Source: an optimization exercise on an open RTL-to-GDS flow (aim: small area, a short achievable clock period and few clock cycles). Production flows keep margins and buffers that such runs may drop.
In this exercise RTL edits were held to simulation tests only and were not proved equivalent to the original.
Power figures rest on the tool's default switching activity, not on a simulated workload.

--- flow/run.sh ---
#!/bin/bash
# Standard layout, with the port buffers made of the smallest buffer cell
# (the resizer upsizes them where timing needs it).
set -euo pipefail
export BUFFER_PORTS_ARGS="-buffer_cell sky130_fd_sc_hd__buf_1"
bash standard.sh finish > make_finish.log 2>&1
--- standard.sh ---
#!/bin/bash
# synth_recipe.tcl (not shown) runs the flow's synth.tcl, then flattens the netlist and writes it again
# the make line also repeats each setting of config.mk as NAME=value (left out here)
make -C /OpenROAD-flow-scripts/flow DESIGN_CONFIG=/design/flow/config.mk WORK_HOME=/design/flow/orfs CLKGATE_MAP_FILE= SYNTH_SCRIPT=/design/flow/synth_recipe.tcl "${@:-finish}"
--- config.mk ---
export PLATFORM = sky130hd
export DESIGN_NAME = drawLine
export DESIGN_NICKNAME = drawLine
export VERILOG_FILES = /design/flow/design.v
export SDC_FILE = /design/flow/constraint.sdc
export NUM_CORES = 4
export LEC_CHECK = 0
export ABC_CLOCK_PERIOD_IN_PS = 2500
export CAP_MARGIN = 20
export CORE_MARGIN = 2
export CORE_UTILIZATION = 40
export PLACE_DENSITY = 0.6
export SETUP_SLACK_MARGIN = 3.2
export SLEW_MARGIN = 20
--- constraint.sdc ---
create_clock -name core_clock -period 6.0 [get_ports {clk}]
set_input_delay 1.2000 -clock core_clock [delete_from_list [all_inputs] [get_ports {clk}]]
set_output_delay 1.2000 -clock core_clock [all_outputs]
set_load 0.01 [all_outputs]
--- design.v ---
module drawLine
    (
        output logic [18:0] addr  ,
        output logic [31:0] data  ,
        output logic        wr    ,
        input  logic        busy  ,
        input  logic        clk   ,
        input  logic        reset ,
        input  logic        clk_en,
        input  logic        start ,
        output logic        done  ,
        input  logic [31:0] dataa ,
        input  logic [31:0] datab ,
        input  logic  [7:0] n     ,
        output logic [31:0] result
    );
    logic        sa, sb, sc, sd, se, sf, sg, sw, run;   
    logic        single;                            
    logic        first;                             
    logic        steep, sgx, sgy;
    logic [10:0] freg;
    logic  [9:0] cnt;
    wire [9:0] rp = result[9:0];
    wire [9:0] rq = result[29:20];
    wire idle = ~(sa | sb | sc | sd | se | sf | sg | sw | run);
    wire [9:0] x0 = dataa[9:0];
    wire [9:0] y0 = dataa[19:10];
    wire [9:0] x1 = dataa[29:20];
    wire [9:0] y1 = datab[9:0];
    wire       empty = (x0 == x1) && (y0 == y1) && (n != 8'd0);
    wire        cci = sb | (sc & ~sgx) | (sf & ~steep);
    wire [11:0] ccw = {1'b0, cnt, 1'b1} + {1'b0, ~rq, cci};
    wire        ccout = ccw[11];
    wire  [9:0] cc = ccw[10:1];
    wire        g    = ~freg[10];               
    wire        fsel = sb | sc | g;
    wire        fci  = sb | g;
    wire [10:0] fop  = fsel ? ~{1'b0, rp} : {1'b0, rq};
    wire [11:0] fsw  = {freg, 1'b1} + {fop, fci};
    wire [10:0] fs   = fsw[11:1];
    wire  [9:0] bigD = steep ? rq : cnt;
    wire        mx  = ~first & (~steep | g);
    wire        my  = ~first & (steep | g);
    wire        xn  = mx & sgx;
    wire        h0  = my ^ xn;
    wire        h1  = my ? sgy : xn;
    wire        h2  = my ? ~sgy : xn;
    wire [18:0] addend = {{9{h1}}, h2, h1, h0, {6{xn}}, mx}
                       | {2'b00, rp & {10{sb}}, 7'd0}
                       | {9'd0, rq[9:7] & {3{sc}}, 7'd0};
    wire [10:0] alo   = {1'b0, addr[9:0]} + {1'b0, addend[9:0]};
    wire  [8:0] ahi0  = addr[18:10] + addend[18:10];
    wire  [8:0] ahi1  = addr[18:10] + addend[18:10] + 9'd1;
    wire [18:0] asum  = {alo[10] ? ahi1 : ahi0, alo[9:0]};
    wire issue = ~busy;
    wire start_e = idle & start;
    wire ev_run  = (sg | run) & issue;           
    wire last    = (cnt == 10'd1);
    wire ev_one  = ((sc & single) | sw) & issue;  
    wire fin     = (ev_run & last) | ev_one;      
    wire        en_cnt  = start_e | sc | (sf & steep) | ev_run;
    wire  [9:0] d_cnt   = (sg | run) ? cnt - 10'd1 :
                          sc ? cc ^ {10{sgx}} :
                          sf ? rq : x1;
    wire        en_freg = start_e | sb | sc | sf | sg | (run & issue & ~first);
    wire [10:0] d_freg  = sf ? ~{2'b00, bigD[9:1]} :
                          idle ? {1'b0, y1} : fs;
    wire        en_addr = start_e | sb | sc | (run & issue);
    wire [18:0] d_addr  = idle ? {y0, 2'b00, x0[6:0]} : asum;
    wire        en_rp   = sa | sb | sf | fin;
    wire  [9:0] d_rp    = sa ? y0 : sb ? 10'd0 : sf ? cc ^ {10{steep}} : datab[9:0];
    wire        en_rq   = sa | sd | (sf & steep) | fin;
    wire  [9:0] d_rq    = sa ? x0 : sd ? freg[9:0] ^ {10{sgy}} : sf ? cnt : datab[29:20];
    wire        en_col  = sa | fin;
    assign data = {22'd0, result[19:10]};
    always_ff @(posedge clk) begin
        if (reset) begin
            sa     <= 1'b0;
            sb     <= 1'b0;
            sc     <= 1'b0;
            sd     <= 1'b0;
            se     <= 1'b0;
            sf     <= 1'b0;
            sg     <= 1'b0;
            sw     <= 1'b0;
            run    <= 1'b0;
            wr     <= 1'b0;
            done   <= 1'b0;
            result <= 32'd0;
        end else if (clk_en) begin
            sa   <= start_e & ~empty;
            sb   <= sa;
            sc   <= sb;
            sd   <= sc & ~single;
            se   <= sd;
            sf   <= se;
            sg   <= sf;
            sw   <= ((sc & single) | sw) & ~issue;
            run  <= (sg | run) & ~(issue & last);
            wr   <= ev_run | ev_one;
            done <= (start_e & empty) | fin;
            if (en_rp)  result[9:0]   <= d_rp;
            if (en_col) result[19:10] <= datab[19:10];
            if (en_rq)  result[29:20] <= d_rq;
            if (fin)    result[31:30] <= datab[31:30];
        end
    end
    always_ff @(posedge clk) begin
        if (clk_en) begin
            if (start_e) begin
                single <= (n == 8'd0);
            end
            if (start_e | ev_run)
                first <= start_e;
            if (sb)
                sgx <= ~ccout;
            if (sc)
                sgy <= freg[10];
            if (se)
                steep <= ~ccout;
            if (en_cnt)
                cnt <= d_cnt;
            if (en_freg)
                freg <= d_freg;
            if (en_addr)
                addr <= d_addr;
        end
    end
endmodule
==> impl_metrics.prom, run 1 <==
# TYPE chip_impl_metric gauge
chip_impl_metric{name="clock_share_of_power",unit="%"} 30.8
chip_impl_info{name="setup.worst_path.class",value="reg -> reg"} 1
chip_impl_metric{name="antenna_cells_inserted",unit=""} 0
chip_impl_metric{name="final_layout_size_suffix_gt1_share",unit="%"} 20.6
chip_impl_metric{name="timing.final.setup_violations",unit=""} 0
chip_impl_info{name="r2r-end",value="addr[18]"} 1
chip_impl_metric{name="part_of_the_yosys_area_used_for_sequential_elements",unit="%"} 30.5
chip_impl_metric{name="crit_cells",unit=""} 14
chip_impl_info{name="critical-path-top-cell-by-count",value="sky130_fd_sc_hd__buf_6"} 1
chip_impl_metric{name="p_comb_share",unit="%"} 33.3
chip_impl_metric{name="period_share",unit="%"} 52.9
chip_impl_metric{name="floorplan.io_pins",unit=""} 162
chip_impl_metric{name="postSynthRegisterBits",unit=""} 88
chip_impl_metric{name="antenna_found_initial",unit=""} 0
chip_impl_metric{name="reg2reg_slack",unit="ps"} 2830
chip_impl_metric{name="core.rowCount",unit=""} 49
chip_impl_metric{name="finalClockSkew",unit="ps"} 8.76
chip_impl_info{name="run_status",value="no timing/DRC/antenna violations"} 1
chip_impl_metric{name="timing.max_cap.violations",unit=""} 0
chip_impl_metric{name="worst_path_arrival_time",unit="ps"} 3270
chip_impl_metric{name="finalHoldViolations",unit=""} 0
chip_impl_metric{name="firstDrtPassIters",unit=""} 5
chip_impl_metric{name="start_util",unit="%"} 40.6
chip_impl_metric{name="first_global_vias",unit=""} 6633
chip_impl_metric{name="final_core_util",unit="%"} 52.2
chip_impl_metric{name="globalRouteOverflowTotal",unit=""} 0
chip_impl_info{name="critical-path-slowest-cell",value="sky130_fd_sc_hd__edfxtp_1"} 1
chip_impl_metric{name="grt_pass1_wl",unit="mm"} 37.5
chip_impl_info{name="tritoncts",value="yes"} 1
chip_impl_metric{name="synth_edf_count",unit=""} 45
chip_impl_metric{name="clock_path_buffers",unit=""} 2
chip_impl_metric{name="critPathMaxFanout",unit=""} 8
chip_impl_metric{name="height_of_the_die",unit="um"} 139
chip_impl_metric{name="synthToLayoutAreaGrowth",unit="%"} 28.6
chip_impl_metric{name="die-width",unit="um"} 139
chip_impl_info{name="yosys.area.top_type",value="sky130_fd_sc_hd__edfxtp_1"} 1
chip_impl_metric{name="design.die.area",unit="mm^2"} 0.0192
chip_impl_info{name="synth.cells.most_frequent",value="sky130_fd_sc_hd__nor2_1, sky130_fd_sc_hd__a21oi_1, sky130_fd_sc_hd__xnor2_1, sky130_fd_sc_hd__nand2_1, sky130_fd_sc_hd__a211oi_1"} 1
chip_impl_metric{name="fin_crit",unit="ps"} 3170
chip_impl_metric{name="final_max_slew_viol_count",unit=""} 0
chip_impl_metric{name="dp.final_hpwl",unit="mm"} 17.2
chip_impl_metric{name="critical_path_buf_inv_count",unit=""} 3
chip_impl_info{name="root_buffer",value="sky130_fd_sc_hd__clkbuf_16"} 1
chip_impl_metric{name="insertion_delay",unit="ps"} 370
chip_impl_metric{name="route.layer.met1.wl",unit="mm"} 10.5
chip_impl_metric{name="worst_case_setup_margin_in_the_final_layout",unit="ps"} 2830
chip_impl_metric{name="postSynthCellCount",unit=""} 861
chip_impl_metric{name="vdd_drop_max",unit="mV"} 0.160
chip_impl_info{name="worst_setup_path_start_kind",value="register"} 1
chip_impl_info{name="highest_layer",value="met4"} 1
chip_impl_metric{name="dr_wl_met2",unit="mm"} 11.8
chip_impl_info{name="path_class_of_the_lowest_slack_min_delay_path",value="reg -> reg"} 1
chip_impl_info{name="grt_setup_unrepaired",value="yes"} 1
chip_impl_metric{name="proportion_of_synthesized_flip_flops_having_asynchronous_set_or_reset",unit="%"} 0
chip_impl_metric{name="setup_total_negative_slack",unit="ps"} 0
chip_impl_metric{name="nets",unit=""} 1153
chip_impl_info{name="path_delay_family",value="compound AO/OA/AOI/OAI gates"} 1
chip_impl_metric{name="detailroute.via_count",unit=""} 7005
chip_impl_metric{name="sw_frac_of_total",unit="%"} 34.8
chip_impl_metric{name="critPathMaxStageDelay",unit="ps"} 380
chip_impl_info{name="worst_setup_path_startpoint",value="steep"} 1
chip_impl_metric{name="route.met3.wl",unit="mm"} 1.81
chip_impl_metric{name="place.port_buffers",unit=""} 137
chip_impl_metric{name="syn-mean-instance-area",unit="um^2"} 8.41
chip_impl_info{name="worst_r2r_startpoint",value="steep"} 1
chip_impl_metric{name="worst_pin_slew",unit="ps"} 1060
chip_impl_metric{name="static-leakage-power",unit="nW"} 3.57
chip_impl_metric{name="drtIter0Drc",unit=""} 578
chip_impl_metric{name="setup_ws_pre_cts",unit="ps"} 2310
chip_impl_metric{name="max_freq",unit="MHz"} 315
chip_impl_metric{name="gp_congestion",unit=""} 0.883
chip_impl_metric{name="global_route.usage.total",unit="%"} 25.1
chip_impl_metric{name="cp_data_required_time",unit="ps"} 6100
chip_impl_info{name="crit_path_cell_trace",value="buf_6 > nor2b_4 > mux2i_2 > nor2_4 > buf_6 > a221o_1 > ha_4 > nand2_4 > o31ai_4 > buf_4 > nand3_4 > nor4_4 > xnor2_1 > a21oi_1"} 1
chip_impl_metric{name="drt-vias-per-instance",unit=""} 5.54
chip_impl_info{name="end_kind",value="register"} 1
chip_impl_metric{name="post_cts_hold_buffer_count",unit=""} 0
chip_impl_metric{name="power_frac_seq",unit="%"} 35.9
chip_impl_metric{name="mappedNetlistArea",unit="mm^2"} 0.00724
chip_impl_metric{name="synth_cell_types",unit=""} 61
chip_impl_metric{name="net_load_switching_power",unit="W"} 0.000687
chip_impl_metric{name="postRouteAntennaNets",unit=""} 0
chip_impl_metric{name="synth_largest_type_area_fraction",unit="%"} 18.7
chip_impl_metric{name="register_area",unit="mm^2"} 0.00222
chip_impl_metric{name="ys_warn_count",unit=""} 1
chip_impl_metric{name="multiInputGateArea",unit="mm^2"} 0.00517
chip_impl_info{name="yosys-top-cells-area",value="sky130_fd_sc_hd__edfxtp_1, sky130_fd_sc_hd__dfxtp_1, sky130_fd_sc_hd__xnor2_1"} 1
chip_impl_metric{name="totalPowerFinal",unit="W"} 0.00198
chip_impl_metric{name="clock_sinks",unit=""} 88
chip_impl_info{name="worst_setup_path_endpoint",value="addr[18]"} 1
chip_impl_metric{name="core_area",unit="mm^2"} 0.0178
chip_impl_metric{name="nFillCells",unit=""} 1683
chip_impl_metric{name="max_slew_margin",unit="%"} 29.5
chip_impl_metric{name="p_int",unit="W"} 0.00129
chip_impl_metric{name="grt_max_degree",unit=""} 64
chip_impl_metric{name="cts-buffers-inserted",unit=""} 9
chip_impl_metric{name="drt-total-wl",unit="mm"} 25.1
chip_impl_metric{name="ctsHtreeMaxLevel",unit=""} 3
chip_impl_info{name="post-synth-top-count-cell",value="sky130_fd_sc_hd__nor2_1"} 1
chip_impl_metric{name="post_drt_wl_per_cell",unit="um"} 19.9
chip_impl_metric{name="post-route-drc-count",unit=""} 0
chip_impl_metric{name="cts.reportedPaths.clkPinSlew",unit="ps"} 70
chip_impl_metric{name="power_per_cell_area",unit="mW/mm^2"} 212
chip_impl_metric{name="ff2ff_path_depth",unit=""} 14
chip_impl_info{name="synth_flop_cell",value="sky130_fd_sc_hd__edfxtp_1"} 1
[worst min path at each step]
stage                          start         end  slack [ps]  cells after the start
after floorplan                   se          se         480                      2
after CTS                 result[30]  result[30]         510                      2
after global placement    result[30]  result[30]         470                      2
after global routing      result[30]  result[30]         540                      2
after detailed placement  result[30]  result[30]         490                      2
final                     result[30]  result[30]         510                      2
[worst min-delay path, delay by kind of cell (launching register included)]
| family | cells | cell delay [ps] |
|---|---|---|
| flip-flops | 1 | 330 |
| multiplexers | 1 | 70 |
| AND/OR/NAND/NOR | 1 | 70 |
[flip-flops by register name (all words and copies together) (netlist names), 10 cells and up]
| signal | flops |
|---|---|
| result | 32 |
| addr | 19 |
| freg | 11 |
| cnt | 10 |
[power groups by stage]
stage,logic [W],registers [W],clock network (W)
6_report,0.000658,0.000710,0.000608
3_3_place_gp,0.000504,0.000723,0
4_1_cts,0.000584,0.000709,0.000606
5_1_grt,0.000714,0.000713,0.000630
2_1_floorplan,0.000386,0.000717,0
3_5_place_dp,0.000507,0.000725,0
[per-stage QoR]
step                      hold WS (ps)  cells  instance area, um^2
after floorplan                    477    882                 7480
after global placement             475   1177                 7880
after detailed placement           489   1177                 7880
after CTS                          511   1248                 8940
after global routing               541   1264                 9320
final                              506   1264                 9320
[area by class of cell]
cell class | count | area share (%)
multi-input cells | 686 | 55.5
flip-flops and latches | 88 | 23.9
repair buffers | 213 | 12.9
well taps | 229 | 3.08
clock buffers | 11 | 2.83
inverters | 32 | 1.40
clock inverters | 5 | 0.443
[layout by cell type (no fill, tap or decap), types with 17 or more instances in the layout]
cell and count:
sky130_fd_sc_hd__o21ai_0 21, sky130_fd_sc_hd__buf_4 58, sky130_fd_sc_hd__ha_1 35, sky130_fd_sc_hd__xnor2_1 59
sky130_fd_sc_hd__nor2_1 98, sky130_fd_sc_hd__a21o_1 17, sky130_fd_sc_hd__inv_1 27, sky130_fd_sc_hd__mux2i_1 29
sky130_fd_sc_hd__dfxtp_1 37, sky130_fd_sc_hd__conb_1 22, sky130_fd_sc_hd__xor2_1 20, sky130_fd_sc_hd__edfxtp_1 45
sky130_fd_sc_hd__a21oi_1 79, sky130_fd_sc_hd__a211oi_1 43, sky130_fd_sc_hd__nand2_1 47, sky130_fd_sc_hd__buf_1 135
[timing repair]
action | 4_1_cts | 5_1_grt
endpoints found under the setup margin | 92 | 72
setup buffers | 52 | 16
gates cloned | 3 | 0
resized for setup | 74 | 59
pin swaps | 54 | 59
[metal layers]
metal | vias to the layer above | track usage [%]
met5 | - | 0
met4 | 0 | 11.5
met3 | 69 | 4.14
met2 | 314 | 39.9
met1 | 3261 | 33.7
li1 | 3361 | -
[logic make-up (layout without fill, tap and decap cells)]
group | count (synthesis) | in the layout | synth area share, %
AND/OR/NAND/NOR | 243 | 245 | 15.7
AO/OA/AOI/OAI | 242 | 242 | 21.1
buffers and inverters | 110 | 261 | 7.48
XOR/XNOR | 95 | 95 | 11.7
flip-flops | 88 | 88 | 30.5
adder cells (fa/ha/maj) | 46 | 46 | 8.36
multiplexers | 36 | 36 | 5.08
other | 1 | 22 | 0.0518
Testbench counts, summed over its fixed seeds: cycles 75,107.
==> run 2, diff against run 1 <==
--- a/config.mk
+++ b/config.mk
@@ -10,5 +10,5 @@
 export CORE_MARGIN = 2
 export CORE_UTILIZATION = 40
 export PLACE_DENSITY = 0.6
-export SETUP_SLACK_MARGIN = 3.2
+export SETUP_SLACK_MARGIN = 2.7
 export SLEW_MARGIN = 20
==> impl_metrics.prom, run 2 <==
# TYPE chip_impl_metric gauge
chip_impl_info{name="run_status",value="no timing/DRC/antenna violations"} 1
chip_impl_metric{name="worst_path_arrival_time",unit="ps"} 3340
chip_impl_metric{name="proportion_of_synthesized_flip_flops_having_asynchronous_set_or_reset",unit="%"} 0
chip_impl_metric{name="timing.final.setup_violations",unit=""} 0
chip_impl_metric{name="postSynthCellCount",unit=""} 861
chip_impl_metric{name="synth_edf_count",unit=""} 45
chip_impl_metric{name="finalClockSkew",unit="ps"} 11.1
chip_impl_metric{name="drt-vias-per-instance",unit=""} 5.51
chip_impl_metric{name="ff2ff_path_depth",unit=""} 16
chip_impl_info{name="register_with_the_most_flip_flops",value="result"} 1
chip_impl_info{name="path_class_of_the_lowest_slack_min_delay_path",value="reg -> reg"} 1
chip_impl_metric{name="critPathMaxFanout",unit=""} 8
chip_impl_metric{name="die-width",unit="um"} 139
chip_impl_metric{name="antenna_found_initial",unit=""} 0
chip_impl_info{name="mostFrequentLayoutCell",value="sky130_fd_sc_hd__buf_1"} 1
chip_impl_metric{name="final_layout_size_suffix_gt1_share",unit="%"} 9.84
chip_impl_info{name="grt_setup_unrepaired",value="yes"} 1
chip_impl_info{name="worst_r2r_startpoint",value="steep"} 1
chip_impl_metric{name="cts.reportedPaths.clkPinSlew",unit="ps"} 80
chip_impl_metric{name="detailroute.via_count",unit=""} 6695
chip_impl_metric{name="static-leakage-power",unit="nW"} 3.20
chip_impl_info{name="largest_registers",value="result (32), addr (19), freg (11)"} 1
chip_impl_metric{name="worst_pin_slew",unit="ps"} 1060
chip_impl_metric{name="design.die.area",unit="mm^2"} 0.0192
chip_impl_metric{name="height_of_the_die",unit="um"} 139
chip_impl_metric{name="floorplan.io_pins",unit=""} 162
chip_impl_metric{name="synthToLayoutAreaGrowth",unit="%"} 16.8
chip_impl_metric{name="instances_no_fill",unit=""} 1215
chip_impl_info{name="hp-start",value="result[31]"} 1
chip_impl_info{name="mostFrequentLayoutCells",value="sky130_fd_sc_hd__buf_1, sky130_fd_sc_hd__nor2_1, sky130_fd_sc_hd__a21oi_1"} 1
chip_impl_info{name="synth.cells.most_frequent",value="sky130_fd_sc_hd__nor2_1, sky130_fd_sc_hd__a21oi_1, sky130_fd_sc_hd__xnor2_1, sky130_fd_sc_hd__nand2_1, sky130_fd_sc_hd__a211oi_1"} 1
chip_impl_metric{name="max_slew_margin",unit="%"} 29.3
chip_impl_metric{name="globalRouteOverflowTotal",unit=""} 0
chip_impl_metric{name="global_route.usage.total",unit="%"} 23.1
chip_impl_metric{name="fin_crit",unit="ps"} 3240
chip_impl_metric{name="postSynthRegisterBits",unit=""} 88
chip_impl_metric{name="synth_cell_types",unit=""} 61
chip_impl_metric{name="ys_warn_count",unit=""} 1
chip_impl_info{name="yosys.area.top_type",value="sky130_fd_sc_hd__edfxtp_1"} 1
chip_impl_metric{name="gp_congestion",unit=""} 0.906
chip_impl_metric{name="post_cts_hold_buffer_count",unit=""} 0
chip_impl_metric{name="final_max_slew_viol_count",unit=""} 0
chip_impl_metric{name="synth_largest_type_area_fraction",unit="%"} 18.7
chip_impl_metric{name="cts-buffers-inserted",unit=""} 9
chip_impl_info{name="setup.worst_path.class",value="reg -> reg"} 1
chip_impl_metric{name="nFillCells",unit=""} 1766
chip_impl_metric{name="drt-total-wl",unit="mm"} 23.0
chip_impl_metric{name="post-route-drc-count",unit=""} 0
chip_impl_info{name="worst_setup_path_startpoint",value="steep"} 1
chip_impl_metric{name="part_of_the_yosys_area_used_for_sequential_elements",unit="%"} 30.5
chip_impl_metric{name="placed_cells",unit=""} 1178
chip_impl_metric{name="period_share",unit="%"} 54.1
chip_impl_metric{name="drtIter0Drc",unit=""} 475
chip_impl_metric{name="clock_path_buffers",unit=""} 2
chip_impl_metric{name="core.rowCount",unit=""} 49
chip_impl_info{name="yosys-top-cells-area",value="sky130_fd_sc_hd__edfxtp_1, sky130_fd_sc_hd__dfxtp_1, sky130_fd_sc_hd__xnor2_1"} 1
chip_impl_info{name="synth_flop_cell",value="sky130_fd_sc_hd__edfxtp_1"} 1
chip_impl_info{name="tritoncts",value="yes"} 1
chip_impl_metric{name="cp_data_required_time",unit="ps"} 6100
chip_impl_info{name="end_kind",value="register"} 1
chip_impl_metric{name="core_area",unit="mm^2"} 0.0178
chip_impl_info{name="worst_setup_path_start_kind",value="register"} 1
chip_impl_metric{name="setup_total_negative_slack",unit="ps"} 0
chip_impl_info{name="root_buffer",value="sky130_fd_sc_hd__clkbuf_16"} 1
chip_impl_metric{name="largest_register_ffs",unit=""} 32
chip_impl_metric{name="ctsHtreeMaxLevel",unit=""} 3
chip_impl_metric{name="firstDrtPassIters",unit=""} 5
chip_impl_metric{name="antenna_cells_inserted",unit=""} 0
chip_impl_metric{name="dp.final_hpwl",unit="mm"} 17.0
chip_impl_metric{name="post_drt_wl_per_cell",unit="um"} 19.0
chip_impl_metric{name="grt_pass1_wl",unit="mm"} 34.5
chip_impl_metric{name="mappedNetlistArea",unit="mm^2"} 0.00724
chip_impl_metric{name="postRouteAntennaNets",unit=""} 0
chip_impl_metric{name="power_per_cell_area",unit="mW/mm^2"} 218
chip_impl_metric{name="max_freq",unit="MHz"} 308
chip_impl_metric{name="syn-mean-instance-area",unit="um^2"} 8.41
chip_impl_metric{name="hold_path_cell_cnt",unit=""} 2
chip_impl_metric{name="nets",unit=""} 1104
chip_impl_metric{name="vdd_drop_max",unit="mV"} 0.171
chip_impl_metric{name="finalHoldViolations",unit=""} 0
chip_impl_metric{name="grt_max_degree",unit=""} 64
chip_impl_metric{name="timing.max_cap.violations",unit=""} 0
chip_impl_metric{name="clock_sinks",unit=""} 88
chip_impl_metric{name="first_global_vias",unit=""} 6174
chip_impl_metric{name="place.port_buffers",unit=""} 137
chip_impl_metric{name="start_util",unit="%"} 40.6
chip_impl_metric{name="insertion_delay",unit="ps"} 360
chip_impl_info{name="post-synth-top-count-cell",value="sky130_fd_sc_hd__nor2_1"} 1
-- run 2: critical path: stages, from the launching register on --
cell,delay [ps]
sky130_fd_sc_hd__edfxtp_1,450
sky130_fd_sc_hd__buf_12,180
sky130_fd_sc_hd__nor2b_4,130
sky130_fd_sc_hd__mux2i_2,270
sky130_fd_sc_hd__nor2_4,90
sky130_fd_sc_hd__a21o_1,170
sky130_fd_sc_hd__ha_2,180
sky130_fd_sc_hd__inv_2,60
sky130_fd_sc_hd__fa_2,190
sky130_fd_sc_hd__nand3b_1,120
sky130_fd_sc_hd__nand2_2,110
sky130_fd_sc_hd__a221oi_4,330
sky130_fd_sc_hd__xnor2_2,170
sky130_fd_sc_hd__inv_2,80
sky130_fd_sc_hd__nor4_4,220
sky130_fd_sc_hd__xnor2_1,150
sky130_fd_sc_hd__a21oi_1,80
-- run 2: final timing paths --
path	end	slack, ps
max	addr[18]	2760
min	result[31]	500
max reg2reg	addr[18]	2760
min reg2reg	result[31]	500
-- run 2: cells by family after synthesis --
group | after synthesis | synth area share [%]
AND/OR/NAND/NOR | 243 | 15.7
other | 1 | 0.0518
flip-flops | 88 | 30.5
AO/OA/AOI/OAI | 242 | 21.1
buffers and inverters | 110 | 7.48
multiplexers | 36 | 5.08
XOR/XNOR | 95 | 11.7
adder cells (fa/ha/maj) | 46 | 8.36
-- run 2: routing by layer --
| layer | share of wire [%] | GRT usage [%] | vias to the layer above |
|---|---|---|---|
| li1 | - | - | 3264 |
| met1 | 44 | 31.2 | 3160 |
| met2 | 47 | 36.6 | 226 |
| met3 | 5.3 | 2.97 | 45 |
| met4 | 4.1 | 11.6 | 0 |
| met5 | 0 | 0 | - |
-- run 2: report_power, final --
part           switching [W]  total (W)  internal (W)
registers          0.0000369   0.000709      0.000672
clock network       0.000296   0.000595      0.000299
logic               0.000316   0.000538      0.000222
total               0.000650    0.00184       0.00119
-- run 2: layout make-up --
type / instances / area, um^2 / share of cell area (%)
multi-input cells: 685 / 4740 / 56.1
flip-flops and latches: 88 / 2210 / 26.2
repair buffers: 165 / 787 / 9.30
well taps: 229 / 287 / 3.39
clock buffers: 9 / 225 / 2.66
inverters: 32 / 124 / 1.46
clock inverters: 7 / 81.3 / 0.961
-- run 2: what timing repair did --
action,in CTS,in global routing
setup endpoints to repair,14,8
resized for setup,18,27
pin swaps,5,9
setup buffers,5,13
gates cloned,0,2
-- run 2: through the flow --
stage	utilization (%)	area [um^2]	power (W)	hold WS (ps)	setup slack, ps
2_1_floorplan	-	7330	0.00109	477	2750
3_3_place_gp	43.6	7780	0.00121	474	2280
3_5_place_dp	43.6	7780	0.00122	483	2240
4_1_cts	46.1	8220	0.00183	505	2670
5_1_grt	47.4	8460	0.00193	527	2630
6_report	47.4	8460	0.00184	503	2760
==> run 3, diff against run 2 <==
--- a/config.mk
+++ b/config.mk
@@ -10,5 +10,5 @@
 export CORE_MARGIN = 2
 export CORE_UTILIZATION = 40
 export PLACE_DENSITY = 0.6
-export SETUP_SLACK_MARGIN = 2.7
+export SETUP_SLACK_MARGIN = 3.0
 export SLEW_MARGIN = 20
==> impl_metrics.prom, run 3 <==
# TYPE chip_impl_metric gauge
chip_impl_metric{name="synthToLayoutAreaGrowth",unit="%"} 24.5
chip_impl_metric{name="power_frac_seq",unit="%"} 36.2
chip_impl_metric{name="critPathMaxFanout",unit=""} 8
chip_impl_metric{name="final_max_slew_viol_count",unit=""} 0
chip_impl_metric{name="cts-buffers-inserted",unit=""} 9
chip_impl_metric{name="global_route.usage.total",unit="%"} 24.2
chip_impl_metric{name="post_drt_wl_per_cell",unit="um"} 19.8
chip_impl_metric{name="largest_register_ffs",unit=""} 32
chip_impl_metric{name="sw_frac_of_total",unit="%"} 34.8
chip_impl_metric{name="postSynthCellCount",unit=""} 861
chip_impl_metric{name="postRouteAntennaNets",unit=""} 0
chip_impl_metric{name="clock_sinks",unit=""} 88
chip_impl_info{name="mostFrequentLayoutCell",value="sky130_fd_sc_hd__buf_1"} 1
chip_impl_metric{name="post_cts_hold_buffer_count",unit=""} 0
chip_impl_metric{name="post-route-drc-count",unit=""} 0
chip_impl_metric{name="proportion_of_synthesized_flip_flops_having_asynchronous_set_or_reset",unit="%"} 0
chip_impl_info{name="yosys-top-cells-area",value="sky130_fd_sc_hd__edfxtp_1, sky130_fd_sc_hd__dfxtp_1, sky130_fd_sc_hd__xnor2_1"} 1
chip_impl_metric{name="final_layout_size_suffix_gt1_share",unit="%"} 16.4
chip_impl_metric{name="synth_cell_types",unit=""} 61
chip_impl_info{name="yosys.area.top_type",value="sky130_fd_sc_hd__edfxtp_1"} 1
chip_impl_metric{name="synth_largest_type_area_fraction",unit="%"} 18.7
chip_impl_info{name="post-synth-top-count-cell",value="sky130_fd_sc_hd__nor2_1"} 1
chip_impl_metric{name="nets",unit=""} 1132
chip_impl_info{name="path_class_of_the_lowest_slack_min_delay_path",value="reg -> reg"} 1
chip_impl_metric{name="clock_path_buffers",unit=""} 2
chip_impl_metric{name="worst_pin_slew",unit="ps"} 1060
chip_impl_metric{name="height_of_the_die",unit="um"} 139
chip_impl_metric{name="first_global_vias",unit=""} 6204
chip_impl_info{name="end_kind",value="register"} 1
chip_impl_metric{name="syn-mean-instance-area",unit="um^2"} 8.41
chip_impl_metric{name="drtIter0Drc",unit=""} 517
chip_impl_info{name="register_with_the_most_flip_flops",value="result"} 1
chip_impl_metric{name="floorplan.io_pins",unit=""} 162
chip_impl_info{name="root_buffer",value="sky130_fd_sc_hd__clkbuf_16"} 1
chip_impl_metric{name="fin_crit",unit="ps"} 3170
chip_impl_metric{name="core_area",unit="mm^2"} 0.0178
chip_impl_metric{name="die-width",unit="um"} 139
chip_impl_metric{name="dp.final_hpwl",unit="mm"} 17.2
chip_impl_metric{name="drt-total-wl",unit="mm"} 24.6
chip_impl_info{name="hp-start",value="result[31]"} 1
chip_impl_info{name="holdPathEnd",value="result[31]"} 1
chip_impl_metric{name="cts.reportedPaths.clkPinSlew",unit="ps"} 70
chip_impl_metric{name="finalHoldWorstSlack",unit="ps"} 507
chip_impl_info{name="worst_setup_path_start_kind",value="register"} 1
chip_impl_metric{name="ctsHtreeMaxLevel",unit=""} 3
chip_impl_metric{name="globalRouteOverflowTotal",unit=""} 0
chip_impl_info{name="setup.worst_path.class",value="reg -> reg"} 1
chip_impl_info{name="worst_r2r_startpoint",value="freg[10]"} 1
chip_impl_metric{name="synth_edf_count",unit=""} 45
chip_impl_metric{name="insertion_delay",unit="ps"} 370
chip_impl_metric{name="place.port_buffers",unit=""} 137
chip_impl_metric{name="period_share",unit="%"} 52.9
chip_impl_metric{name="drt-vias-per-instance",unit=""} 5.56
chip_impl_metric{name="core.rowCount",unit=""} 49
chip_impl_metric{name="timing.final.setup_violations",unit=""} 0
chip_impl_metric{name="cp_data_required_time",unit="ps"} 6110
chip_impl_metric{name="start_util",unit="%"} 40.6
chip_impl_metric{name="grt_max_degree",unit=""} 64
chip_impl_metric{name="worst_path_arrival_time",unit="ps"} 3280
chip_impl_metric{name="detailroute.via_count",unit=""} 6905
chip_impl_metric{name="postSynthRegisterBits",unit=""} 88
chip_impl_info{name="r2r-end",value="addr[18]"} 1
chip_impl_metric{name="p_comb_share",unit="%"} 31.3
chip_impl_metric{name="ff2ff_path_depth",unit=""} 14
chip_impl_info{name="largest_registers",value="result (32), addr (19), freg (11)"} 1
chip_impl_metric{name="design.die.area",unit="mm^2"} 0.0192
chip_impl_info{name="grt_setup_unrepaired",value="yes"} 1
chip_impl_metric{name="antenna_found_initial",unit=""} 0
chip_impl_metric{name="max_slew_margin",unit="%"} 29.7
chip_impl_info{name="synth_flop_cell",value="sky130_fd_sc_hd__edfxtp_1"} 1
chip_impl_metric{name="clock_share_of_power",unit="%"} 32.4
chip_impl_metric{name="ys_warn_count",unit=""} 1
chip_impl_metric{name="antenna_cells_inserted",unit=""} 0
chip_impl_info{name="tritoncts",value="yes"} 1
chip_impl_metric{name="part_of_the_yosys_area_used_for_sequential_elements",unit="%"} 30.5
chip_impl_metric{name="static-leakage-power",unit="nW"} 3.42
chip_impl_info{name="synth.cells.most_frequent",value="sky130_fd_sc_hd__nor2_1, sky130_fd_sc_hd__a21oi_1, sky130_fd_sc_hd__xnor2_1, sky130_fd_sc_hd__nand2_1, sky130_fd_sc_hd__a211oi_1"} 1
chip_impl_metric{name="setup_total_negative_slack",unit="ps"} 0
chip_impl_metric{name="gp_congestion",unit=""} 0.930
chip_impl_metric{name="grt_pass1_wl",unit="mm"} 35.9
chip_impl_metric{name="power_per_cell_area",unit="mW/mm^2"} 218
chip_impl_metric{name="p_int",unit="W"} 0.00128
chip_impl_metric{name="timing.max_cap.violations",unit=""} 0
chip_impl_metric{name="reg2reg_slack",unit="ps"} 2830
chip_impl_info{name="mostFrequentLayoutCells",value="sky130_fd_sc_hd__buf_1, sky130_fd_sc_hd__nor2_1, sky130_fd_sc_hd__a21oi_1"} 1
chip_impl_metric{name="firstDrtPassIters",unit=""} 5
chip_impl_info{name="run_status",value="no timing/DRC/antenna violations"} 1
chip_impl_metric{name="finalClockSkew",unit="ps"} 7.32
chip_impl_metric{name="net_load_switching_power",unit="W"} 0.000683
chip_impl_metric{name="max_freq",unit="MHz"} 315
chip_impl_metric{name="hold_path_cell_cnt",unit=""} 2
chip_impl_metric{name="finalHoldViolations",unit=""} 0
chip_impl_metric{name="mappedNetlistArea",unit="mm^2"} 0.00724
chip_impl_metric{name="vdd_drop_max",unit="mV"} 0.148
run 3: kinds of logic (layout without fill, tap and decap cells):
| group | Yosys count | in the layout | synth area share (%) |
|---|---|---|---|
| AND/OR/NAND/NOR | 243 | 244 | 15.7 |
| AO/OA/AOI/OAI | 242 | 242 | 21.1 |
| buffers and inverters | 110 | 241 | 7.48 |
| XOR/XNOR | 95 | 95 | 11.7 |
| flip-flops | 88 | 88 | 30.5 |
| adder cells (fa/ha/maj) | 46 | 46 | 8.36 |
| multiplexers | 36 | 36 | 5.08 |
| other | 1 | 22 | 0.0518 |
run 3: how the worst max path moves through the flow:
stage	startpoint	cells after the start	end	slack, ps
after floorplan	steep	14	addr[18]	3000
after global placement	sgx	13	addr[18]	2350
after detailed placement	sgx	13	addr[18]	2360
after CTS	steep	15	addr[18]	2850
after global routing	freg[10]	14	addr[18]	2740
final	freg[10]	14	addr[18]	2830
run 3: critical path, cell delays in order (launching register included):
cell	delay, ps
sky130_fd_sc_hd__edfxtp_1	470
sky130_fd_sc_hd__nor2b_4	180
sky130_fd_sc_hd__mux2i_2	170
sky130_fd_sc_hd__nor2_4	240
sky130_fd_sc_hd__a21o_1	120
sky130_fd_sc_hd__ha_2	180
sky130_fd_sc_hd__inv_2	40
sky130_fd_sc_hd__fa_2	330
sky130_fd_sc_hd__nand3b_1	200
sky130_fd_sc_hd__nand2_4	120
sky130_fd_sc_hd__xor2_4	210
sky130_fd_sc_hd__nand3_4	120
sky130_fd_sc_hd__nor4_4	300
sky130_fd_sc_hd__xnor2_1	150
sky130_fd_sc_hd__a21oi_1	80
run 3: repair_timing:
action                                  in CTS  in global routing
gates cloned                                 1                  3
setup buffers                               17                 28
endpoints found under the setup margin      29                 48
pin swaps                                   17                 47
gates resized for setup                     28                 66
run 3: layer usage:
layer | part of all wire [%] | track usage, % | vias up
met1 | 43 | 32.7 | 3276
met3 | 6.7 | 4.52 | 45
met4 | 3.3 | 9.61 | 0
met5 | 0 | 0 | -
li1 | - | - | 3313
met2 | 47 | 38.5 | 271
run 3: metrics by stage:
stage                     instances  util (%)  total power (W)  setup WS, ps  instance area [um^2]
after detailed placement       1178      44.0          0.00123          2360                  7860
after global routing           1243      50.5          0.00206          2740                  9020
after CTS                      1212      47.2          0.00188          2850                  8420
final                          1243      50.5          0.00196          2830                  9020
after floorplan                 882         -          0.00110          3000                  7430
after global placement         1178      44.0          0.00122          2350                  7860
run 3: power by group through the flow:
stage	clock, W	combinational (W)	sequential [W]
after global routing	0.000677	0.000668	0.000715
final	0.000637	0.000616	0.000711
after global placement	0	0.000498	0.000723
after floorplan	0	0.000378	0.000717
after detailed placement	0	0.000502	0.000724
after CTS	0.000641	0.000532	0.000709
run 3: cell type report:
class                   count  area (um^2)
well taps                 229          287
clock inverters             5         48.8
multi-input cells         685         5030
inverters                  32          129
fillers                  1746         8820
flip-flops and latches     88         2220
clock buffers              11          275
repair buffers            193         1030
==> run 4, diff against run 3 <==
--- a/config.mk
+++ b/config.mk
@@ -10,5 +10,5 @@
 export CORE_MARGIN = 2
 export CORE_UTILIZATION = 40
 export PLACE_DENSITY = 0.6
-export SETUP_SLACK_MARGIN = 3.0
+export SETUP_SLACK_MARGIN = 2.8
 export SLEW_MARGIN = 20
==> impl_metrics.prom, run 4 <==
# TYPE chip_impl_metric gauge
chip_impl_info{name="run_status",value="no timing/DRC/antenna violations"} 1
chip_impl_info{name="worst_r2r_startpoint",value="steep"} 1
chip_impl_metric{name="power_per_cell_area",unit="mW/mm^2"} 222
chip_impl_info{name="worst_setup_path_startpoint",value="steep"} 1
chip_impl_metric{name="max_slew_margin",unit="%"} 29.9
chip_impl_metric{name="final_max_slew_viol_count",unit=""} 0
chip_impl_metric{name="antenna_found_initial",unit=""} 0
chip_impl_metric{name="design.die.area",unit="mm^2"} 0.0192
chip_impl_info{name="tritoncts",value="yes"} 1
chip_impl_metric{name="timing.final.setup_violations",unit=""} 0
chip_impl_metric{name="insertion_delay",unit="ps"} 360
chip_impl_metric{name="detailroute.via_count",unit=""} 6615
chip_impl_metric{name="cp_data_required_time",unit="ps"} 6080
chip_impl_metric{name="synth_edf_count",unit=""} 45
chip_impl_info{name="setup.worst_path.class",value="reg -> reg"} 1
chip_impl_metric{name="postRouteAntennaNets",unit=""} 0
chip_impl_metric{name="register_area",unit="mm^2"} 0.00221
chip_impl_metric{name="grt_max_degree",unit=""} 64
chip_impl_info{name="path_class_of_the_lowest_slack_min_delay_path",value="reg -> reg"} 1
chip_impl_info{name="synth_flop_cell",value="sky130_fd_sc_hd__edfxtp_1"} 1
chip_impl_metric{name="max_freq",unit="MHz"} 313
chip_impl_metric{name="instances_no_fill",unit=""} 1211
chip_impl_info{name="path_delay_family",value="compound AO/OA/AOI/OAI gates"} 1
chip_impl_metric{name="floorplan.io_pins",unit=""} 162
chip_impl_metric{name="drt-total-wl",unit="mm"} 23.0
chip_impl_metric{name="height_of_the_die",unit="um"} 139
chip_impl_metric{name="static-leakage-power",unit="nW"} 3.18
chip_impl_info{name="worst_setup_path_start_kind",value="register"} 1
chip_impl_metric{name="post-route-drc-count",unit=""} 0
chip_impl_info{name="yosys-top-cells-area",value="sky130_fd_sc_hd__edfxtp_1, sky130_fd_sc_hd__dfxtp_1, sky130_fd_sc_hd__xnor2_1"} 1
chip_impl_metric{name="period_share",unit="%"} 53.3
chip_impl_metric{name="gp_congestion",unit=""} 0.879
chip_impl_metric{name="synth_cell_types",unit=""} 61
chip_impl_metric{name="grt_pass1_wl",unit="mm"} 34.5
chip_impl_metric{name="clock_sinks",unit=""} 88
chip_impl_metric{name="drtIter0Drc",unit=""} 553
chip_impl_metric{name="part_of_the_yosys_area_used_for_sequential_elements",unit="%"} 30.5
chip_impl_metric{name="postSynthCellCount",unit=""} 861
chip_impl_metric{name="start_util",unit="%"} 40.6
chip_impl_info{name="crit_path_cell_trace",value="nor2b_2 > mux2i_2 > nor2_4 > a21o_1 > ha_2 > inv_2 > fa_2 > nand3b_1 > nand2_2 > a221oi_4 > buf_4 > o21bai_1 > a21oi_1 > xnor2_1 > xnor2_1 > a21oi_1"} 1
chip_impl_metric{name="worst_pin_slew",unit="ps"} 1050
chip_impl_metric{name="setup_total_negative_slack",unit="ps"} 0
chip_impl_metric{name="largest_register_ffs",unit=""} 32
chip_impl_metric{name="cts.reportedPaths.clkPinSlew",unit="ps"} 70
chip_impl_metric{name="dp.final_hpwl",unit="mm"} 17.1
chip_impl_metric{name="proportion_of_synthesized_flip_flops_having_asynchronous_set_or_reset",unit="%"} 0
chip_impl_metric{name="vdd_drop_max",unit="mV"} 0.145
chip_impl_metric{name="ctsHtreeMaxLevel",unit=""} 3
chip_impl_metric{name="critical_path_buf_inv_count",unit=""} 2
chip_impl_metric{name="synthToLayoutAreaGrowth",unit="%"} 16.1
chip_impl_metric{name="critPathMaxFanout",unit=""} 7
chip_impl_metric{name="multiInputGateArea",unit="mm^2"} 0.00474
chip_impl_metric{name="first_global_vias",unit=""} 6155
chip_impl_metric{name="final_layout_size_suffix_gt1_share",unit="%"} 9.57
chip_impl_info{name="critical-path-slowest-cell",value="sky130_fd_sc_hd__edfxtp_1"} 1
chip_impl_metric{name="global_route.usage.total",unit="%"} 23.1
chip_impl_metric{name="clock_path_buffers",unit=""} 2
chip_impl_info{name="register_with_the_most_flip_flops",value="result"} 1
chip_impl_metric{name="synth_largest_type_area_fraction",unit="%"} 18.7
chip_impl_metric{name="design_area",unit="mm^2"} 0.00841
chip_impl_metric{name="firstDrtPassIters",unit=""} 5
chip_impl_metric{name="finalClockSkew",unit="ps"} 8.10
chip_impl_metric{name="nets",unit=""} 1100
chip_impl_metric{name="core_area",unit="mm^2"} 0.0178
chip_impl_metric{name="timing.max_cap.violations",unit=""} 0
chip_impl_info{name="largest_registers",value="result (32), addr (19), freg (11)"} 1
chip_impl_info{name="root_buffer",value="sky130_fd_sc_hd__clkbuf_16"} 1
chip_impl_metric{name="placed_cells",unit=""} 1179
chip_impl_metric{name="core.rowCount",unit=""} 49
chip_impl_info{name="grt_setup_unrepaired",value="yes"} 1
chip_impl_metric{name="die-width",unit="um"} 139
chip_impl_metric{name="worst_path_arrival_time",unit="ps"} 3280
chip_impl_metric{name="cts-buffers-inserted",unit=""} 9
chip_impl_info{name="yosys.area.top_type",value="sky130_fd_sc_hd__edfxtp_1"} 1
chip_impl_metric{name="post_drt_wl_per_cell",unit="um"} 19.0
chip_impl_metric{name="fin_crit",unit="ps"} 3200
chip_impl_metric{name="antenna_cells_inserted",unit=""} 0
chip_impl_metric{name="nFillCells",unit=""} 1791
chip_impl_info{name="synth.cells.most_frequent",value="sky130_fd_sc_hd__nor2_1, sky130_fd_sc_hd__a21oi_1, sky130_fd_sc_hd__xnor2_1, sky130_fd_sc_hd__nand2_1, sky130_fd_sc_hd__a211oi_1"} 1
chip_impl_metric{name="globalRouteOverflowTotal",unit=""} 0
chip_impl_info{name="hp-start",value="result[31]"} 1
chip_impl_info{name="mostFrequentLayoutCell",value="sky130_fd_sc_hd__buf_1"} 1
chip_impl_info{name="end_kind",value="register"} 1
chip_impl_metric{name="syn-mean-instance-area",unit="um^2"} 8.41
chip_impl_metric{name="postSynthRegisterBits",unit=""} 88
chip_impl_metric{name="ys_warn_count",unit=""} 1
chip_impl_metric{name="place.port_buffers",unit=""} 137
chip_impl_metric{name="critPathMaxStageDelay",unit="ps"} 500
chip_impl_metric{name="mappedNetlistArea",unit="mm^2"} 0.00724
chip_impl_metric{name="detailed_place.area",unit="mm^2"} 0.00779
chip_impl_metric{name="drt-vias-per-instance",unit=""} 5.46
chip_impl_info{name="post-synth-top-count-cell",value="sky130_fd_sc_hd__nor2_1"} 1
chip_impl_metric{name="finalHoldViolations",unit=""} 0
chip_impl_info{name="mostFrequentLayoutCells",value="sky130_fd_sc_hd__buf_1, sky130_fd_sc_hd__nor2_1, sky130_fd_sc_hd__a21oi_1"} 1
run 4: logic make-up (layout without fill, tap and decap cells):
logic type / after synthesis / count (layout) / synth area share (%)
mux: 36 / 36 / 5.08
fa+ha+maj: 46 / 46 / 8.36
compound gates: 242 / 242 / 21.1
flops: 88 / 88 / 30.5
buf+inv: 110 / 209 / 7.48
xor+xnor: 95 / 95 / 11.7
simple gates: 243 / 244 / 15.7
other cells: 1 / 22 / 0.0518
run 4: final cells by class:
class                      instances  share of cell area [%]
clock buffer                      12                    3.57
clock inverter                     4                   0.342
inverter                          32                    1.43
multi-input combinational        685                    56.4
sequential                        88                    26.3
tap                              229                    3.41
timing repair buffer             161                    8.57
run 4: where the power goes:
group          switching [W]  internal, W  total [W]  leakage [nW]
Clock               0.000267     0.000358   0.000625         0.164
Combinational       0.000315     0.000222   0.000537          2.25
Sequential         0.0000368     0.000672   0.000709         0.771
run 4: path summary, 6_finish.rpt:
| path | cells past startpoint | slack [ps] | to |
|---|---|---|---|
| setup / recovery | 16 | 2800 | addr[18] |
| hold / removal | 2 | 510 | result[31] |
| setup reg to reg | 16 | 2800 | addr[18] |
| hold reg to reg | 2 | 510 | result[31] |
run 4: metrics by stage:
step	hold WS [ps]	util, %	power (W)	setup slack, ps
finish	509	47.1	0.00187	2800
floorplan	477	-	0.00109	2820
detailed placement	494	43.7	0.00122	2300
CTS	510	46.2	0.00186	2720
global route	539	47.1	0.00195	2670
global placement	476	43.6	0.00122	2290
run 4: routing by layer:
layer / up-vias / routed length (um) / track usage (%)
met2: 261 / 10700 / 37.1
li1: 3255 / - / -
met1: 3058 / 10200 / 31.5
met3: 41 / 1340 / 3.18
met4: 0 / 763 / 9.51
met5: - / 0 / 0
run 4: what timing repair did:
action	CTS	global route
resized for setup	14	28
hold endpoints to repair	0	0
hold buffers	0	0
setup endpoints to repair	17	19
setup buffers	8	7
cloned	1	0
pin swaps	4	18
run 4: worst reg2reg max path, delay by kind of cell, from the launching register on:
| kind | cells | cell delay (ps) |
|---|---|---|
| compound gates | 5 | 760 |
| simple gates | 4 | 510 |
| flops | 1 | 500 |
| buf+inv | 2 | 210 |
| xor+xnor | 2 | 290 |
| mux | 1 | 280 |
| fa+ha+maj | 2 | 380 |
==> run 5, diff against run 4 <==
--- a/config.mk
+++ b/config.mk
@@ -5,10 +5,9 @@
 export SDC_FILE = /design/flow/constraint.sdc
 export NUM_CORES = 4
 export LEC_CHECK = 0
-export ABC_CLOCK_PERIOD_IN_PS = 2500
 export CAP_MARGIN = 20
 export CORE_MARGIN = 2
 export CORE_UTILIZATION = 40
 export PLACE_DENSITY = 0.6
-export SETUP_SLACK_MARGIN = 2.8
+export SETUP_SLACK_MARGIN = 2.85
 export SLEW_MARGIN = 20
==> impl_metrics.prom, run 5 <==
# TYPE chip_impl_metric gauge
chip_impl_metric{name="ctsHtreeMaxLevel",unit=""} 3
chip_impl_metric{name="vdd_drop_max",unit="mV"} 0.148
chip_impl_metric{name="postRouteAntennaNets",unit=""} 0
chip_impl_metric{name="antenna_found_initial",unit=""} 0
chip_impl_metric{name="ys_warn_count",unit=""} 1
chip_impl_metric{name="critPathMaxFanout",unit=""} 5
chip_impl_info{name="crit_path_cell_trace",value="nor2b_2 > mux2i_2 > nor2_4 > a21o_1 > ha_1 > a211oi_2 > a21oi_2 > o41ai_2 > xor2_1 > nor4_4 > xnor2_1 > a21oi_1"} 1
chip_impl_metric{name="place.port_buffers",unit=""} 137
chip_impl_metric{name="globalRouteOverflowTotal",unit=""} 0
chip_impl_metric{name="detailroute.via_count",unit=""} 6832
chip_impl_info{name="root_buffer",value="sky130_fd_sc_hd__clkbuf_16"} 1
chip_impl_info{name="yosys.area.top_type",value="sky130_fd_sc_hd__edfxtp_1"} 1
chip_impl_metric{name="postSynthRegisterBits",unit=""} 88
chip_impl_info{name="mostFrequentLayoutCells",value="sky130_fd_sc_hd__buf_1, sky130_fd_sc_hd__nor2_1, sky130_fd_sc_hd__a21oi_1"} 1
chip_impl_metric{name="power_per_cell_area",unit="mW/mm^2"} 215
chip_impl_metric{name="nets",unit=""} 1133
chip_impl_metric{name="setup_total_negative_slack",unit="ps"} 0
chip_impl_metric{name="clock_sinks",unit=""} 88
chip_impl_info{name="worst_setup_path_start_kind",value="register"} 1
chip_impl_info{name="end_kind",value="register"} 1
chip_impl_metric{name="start_util",unit="%"} 40.6
chip_impl_metric{name="totalPowerFinal",unit="W"} 0.00190
chip_impl_metric{name="placed_cells",unit=""} 1178
chip_impl_metric{name="design.die.area",unit="mm^2"} 0.0192
chip_impl_metric{name="postSynthCellCount",unit=""} 861
chip_impl_info{name="register_with_the_most_flip_flops",value="result"} 1
chip_impl_metric{name="drt-total-wl",unit="mm"} 23.9
chip_impl_info{name="synth.cells.most_frequent",value="sky130_fd_sc_hd__nor2_1, sky130_fd_sc_hd__a21oi_1, sky130_fd_sc_hd__xnor2_1, sky130_fd_sc_hd__nand2_1, sky130_fd_sc_hd__a211oi_1"} 1
chip_impl_metric{name="synth_edf_count",unit=""} 45
chip_impl_metric{name="detailed_place.area",unit="mm^2"} 0.00778
chip_impl_metric{name="timing.max_cap.violations",unit=""} 0
chip_impl_info{name="post-synth-top-count-cell",value="sky130_fd_sc_hd__nor2_1"} 1
chip_impl_metric{name="synthToLayoutAreaGrowth",unit="%"} 22.0
chip_impl_metric{name="design_area",unit="mm^2"} 0.00884
chip_impl_metric{name="static-leakage-power",unit="nW"} 3.38
chip_impl_metric{name="instances_no_fill",unit=""} 1244
chip_impl_info{name="largest_registers",value="result (32), addr (19), freg (11)"} 1
chip_impl_metric{name="max_slew_margin",unit="%"} 29.8
chip_impl_info{name="grt_setup_unrepaired",value="yes"} 1
chip_impl_info{name="path_class_of_the_lowest_slack_min_delay_path",value="reg -> reg"} 1
chip_impl_metric{name="ff2ff_path_depth",unit=""} 12
chip_impl_metric{name="fin_crit",unit="ps"} 3270
chip_impl_metric{name="mappedNetlistArea",unit="mm^2"} 0.00724
chip_impl_info{name="mostFrequentLayoutCell",value="sky130_fd_sc_hd__buf_1"} 1
chip_impl_metric{name="global_route.usage.total",unit="%"} 23.4
chip_impl_metric{name="largest_register_ffs",unit=""} 32
chip_impl_metric{name="grt_pass1_wl",unit="mm"} 34.9
chip_impl_metric{name="finalHoldViolations",unit=""} 0
chip_impl_metric{name="drtIter0Drc",unit=""} 718
chip_impl_metric{name="final_max_slew_viol_count",unit=""} 0
chip_impl_metric{name="gp_congestion",unit=""} 0.852
chip_impl_info{name="run_status",value="no timing/DRC/antenna violations"} 1
chip_impl_metric{name="proportion_of_synthesized_flip_flops_having_asynchronous_set_or_reset",unit="%"} 0
chip_impl_metric{name="cts.reportedPaths.clkPinSlew",unit="ps"} 80
chip_impl_info{name="holdPathEnd",value="result[31]"} 1
chip_impl_metric{name="synth_cell_types",unit=""} 61
chip_impl_metric{name="post_drt_wl_per_cell",unit="um"} 19.2
chip_impl_metric{name="finalClockSkew",unit="ps"} 9.52
chip_impl_metric{name="part_of_the_yosys_area_used_for_sequential_elements",unit="%"} 30.5
chip_impl_info{name="worst_r2r_startpoint",value="steep"} 1
chip_impl_metric{name="reg2reg_slack",unit="ps"} 2730
chip_impl_metric{name="period_share",unit="%"} 54.5
chip_impl_metric{name="hold_path_cell_cnt",unit=""} 2
chip_impl_metric{name="critPathMaxStageDelay",unit="ps"} 500
chip_impl_metric{name="floorplan.io_pins",unit=""} 162
chip_impl_metric{name="worst_path_arrival_time",unit="ps"} 3370
chip_impl_metric{name="clock_path_buffers",unit=""} 2
chip_impl_info{name="r2r-end",value="addr[18]"} 1
chip_impl_metric{name="die-width",unit="um"} 139
chip_impl_info{name="critical-path-slowest-cell",value="sky130_fd_sc_hd__edfxtp_1"} 1
chip_impl_info{name="tritoncts",value="yes"} 1
chip_impl_metric{name="cp_data_required_time",unit="ps"} 6110
chip_impl_metric{name="max_freq",unit="MHz"} 306
chip_impl_info{name="hp-start",value="result[31]"} 1
chip_impl_metric{name="height_of_the_die",unit="um"} 139
chip_impl_metric{name="antenna_cells_inserted",unit=""} 0
chip_impl_metric{name="insertion_delay",unit="ps"} 360
chip_impl_metric{name="drt-vias-per-instance",unit=""} 5.49
chip_impl_metric{name="critical_path_buf_inv_count",unit=""} 0
chip_impl_metric{name="core.rowCount",unit=""} 49
chip_impl_metric{name="timing.final.setup_violations",unit=""} 0
chip_impl_metric{name="first_global_vias",unit=""} 6085
chip_impl_info{name="setup.worst_path.class",value="reg -> reg"} 1
chip_impl_metric{name="synth_largest_type_area_fraction",unit="%"} 18.7
chip_impl_info{name="path_delay_family",value="compound AO/OA/AOI/OAI gates"} 1
chip_impl_metric{name="dp.final_hpwl",unit="mm"} 16.9
chip_impl_metric{name="crit_cells",unit=""} 12
chip_impl_info{name="synth_flop_cell",value="sky130_fd_sc_hd__edfxtp_1"} 1
chip_impl_metric{name="syn-mean-instance-area",unit="um^2"} 8.41
chip_impl_info{name="yosys-top-cells-area",value="sky130_fd_sc_hd__edfxtp_1, sky130_fd_sc_hd__dfxtp_1, sky130_fd_sc_hd__xnor2_1"} 1
chip_impl_metric{name="final_layout_size_suffix_gt1_share",unit="%"} 13.5
chip_impl_metric{name="cts-buffers-inserted",unit=""} 9
chip_impl_metric{name="worst_pin_slew",unit="ps"} 1050
chip_impl_metric{name="post-route-drc-count",unit=""} 0
chip_impl_metric{name="grt_max_degree",unit=""} 64
chip_impl_metric{name="core_area",unit="mm^2"} 0.0178
chip_impl_metric{name="firstDrtPassIters",unit=""} 5
==> run 5: cell counts after synthesis <==
No cell type changed its count.
==> run 5: power by group <==
part           switching (W)  internal, W  leakage, nW
combinational       0.000328     0.000243         2.45
clock               0.000279     0.000338        0.159
sequential         0.0000376     0.000672        0.772
==> run 5: repair_timing <==
| item | in CTS | in global routing |
|---|---|---|
| gates cloned | 1 | 3 |
| pin swaps | 9 | 24 |
| resized for setup | 24 | 44 |
| endpoints found under the setup margin | 22 | 20 |
| hold buffers | 0 | 0 |
| setup buffers | 14 | 32 |
==> run 5: worst max-delay path by stage <==
stage                     startpoint       end
after global routing           steep  addr[18]
final                          steep  addr[18]
after floorplan                steep  addr[15]
after CTS                      steep  addr[18]
after global placement           sgx  addr[18]
after detailed placement         sgx  addr[18]
==> run 5: worst register-to-register path: stages (launching register included) <==
cell	delay [ps]
sky130_fd_sc_hd__edfxtp_1	500
sky130_fd_sc_hd__nor2b_2	210
sky130_fd_sc_hd__mux2i_2	280
sky130_fd_sc_hd__nor2_4	80
sky130_fd_sc_hd__a21o_1	190
sky130_fd_sc_hd__ha_1	330
sky130_fd_sc_hd__a211oi_2	240
sky130_fd_sc_hd__a21oi_2	110
sky130_fd_sc_hd__o41ai_2	290
sky130_fd_sc_hd__xor2_1	210
sky130_fd_sc_hd__nor4_4	330
sky130_fd_sc_hd__xnor2_1	160
sky130_fd_sc_hd__a21oi_1	90
==> run 5: routing by layer <==
metal  track usage, %  vias up  share of wire (%)
met3             3.31       34                6.7
met2             38.4      268                 47
met1             31.6     3207                 43
met4             8.22        0                3.0
met5                0        -                  0
li1                 -     3323                  -
==> run 5: area by class of cell <==
type / instances / area [um^2]
Clock buffer: 11 / 275
Clock inverter: 5 / 42.5
Fill cell: 1733 / 9000
Inverter: 32 / 124
Multi-Input combinational cell: 685 / 4820
Sequential cell: 88 / 2220
Tap cell: 229 / 287
Timing Repair Buffer: 194 / 1070
==> run 5: per-stage QoR <==
stage / hold slack, ps / setup WS, ps / util [%]
floorplan: 477 / 2850 / -
global placement: 473 / 2190 / 43.6
detailed placement: 493 / 2150 / 43.6
CTS: 518 / 2800 / 46.7
global route: 547 / 2680 / 49.5
finish: 510 / 2730 / 49.5
==> run 5: logic make-up after synthesis <==
| logic type | share of synthesized area, % |
|---|---|
| AOI/OAI and AO/OA | 21.1 |
| buffers and inverters | 7.48 |
| DFF | 30.5 |
| muxes | 5.08 |
| and+or+nand+nor | 15.7 |
| xor gates and xnor gates | 11.7 |
| other | 0.0518 |
| adders and majority gates | 8.36 |

## separate check: timing with driven ports
The results above use ideal ports. As a check the final layouts listed here were re-extracted and re-timed, cells and wires unchanged. Step 1 (the two cells are an assumption about what drives the block):
set clk [get_ports {clk}]
set_driving_cell -lib_cell sky130_fd_sc_hd__clkbuf_16 $clk
set_driving_cell -lib_cell sky130_fd_sc_hd__buf_2 [delete_from_list [all_inputs] $clk]
Step 2, shift: input delay + t, output delay - t, t = (earliest + latest rising clock arrival at the registers) / 2. This alone moves slack from input paths to output paths. a / b / c = ideal / step 1 / step 2; a / b = the first two.
| run | t, ns | setup WS [ns] | worst hold slack (ns) | pins driven straight from the clock port |
|---|---|---|---|---|
| run 1 | 0.407 | 2.828 / 2.828 / 2.828 | 0.506 / 0.506 / 0.506 | 1 |
| run 2 | 0.404 | 2.756 / 2.756 / 2.508 | 0.503 / 0.503 / 0.503 | 1 |
| run 3 | 0.416 | 2.826 / 2.826 / 2.826 | 0.507 / 0.507 / 0.507 | 1 |
| run 4 | 0.401 | 2.801 / 2.801 / 2.801 | 0.509 / 0.509 / 0.509 | 1 |
| run 5 | 0.400 | 2.730 / 2.730 / 2.730 | 0.510 / 0.510 / 0.510 | 1 |
After both steps every run listed still meets setup and hold. The setup slack of run 2, which loses most, moves by 0.000 ns with the drivers and by -0.248 ns with both steps.
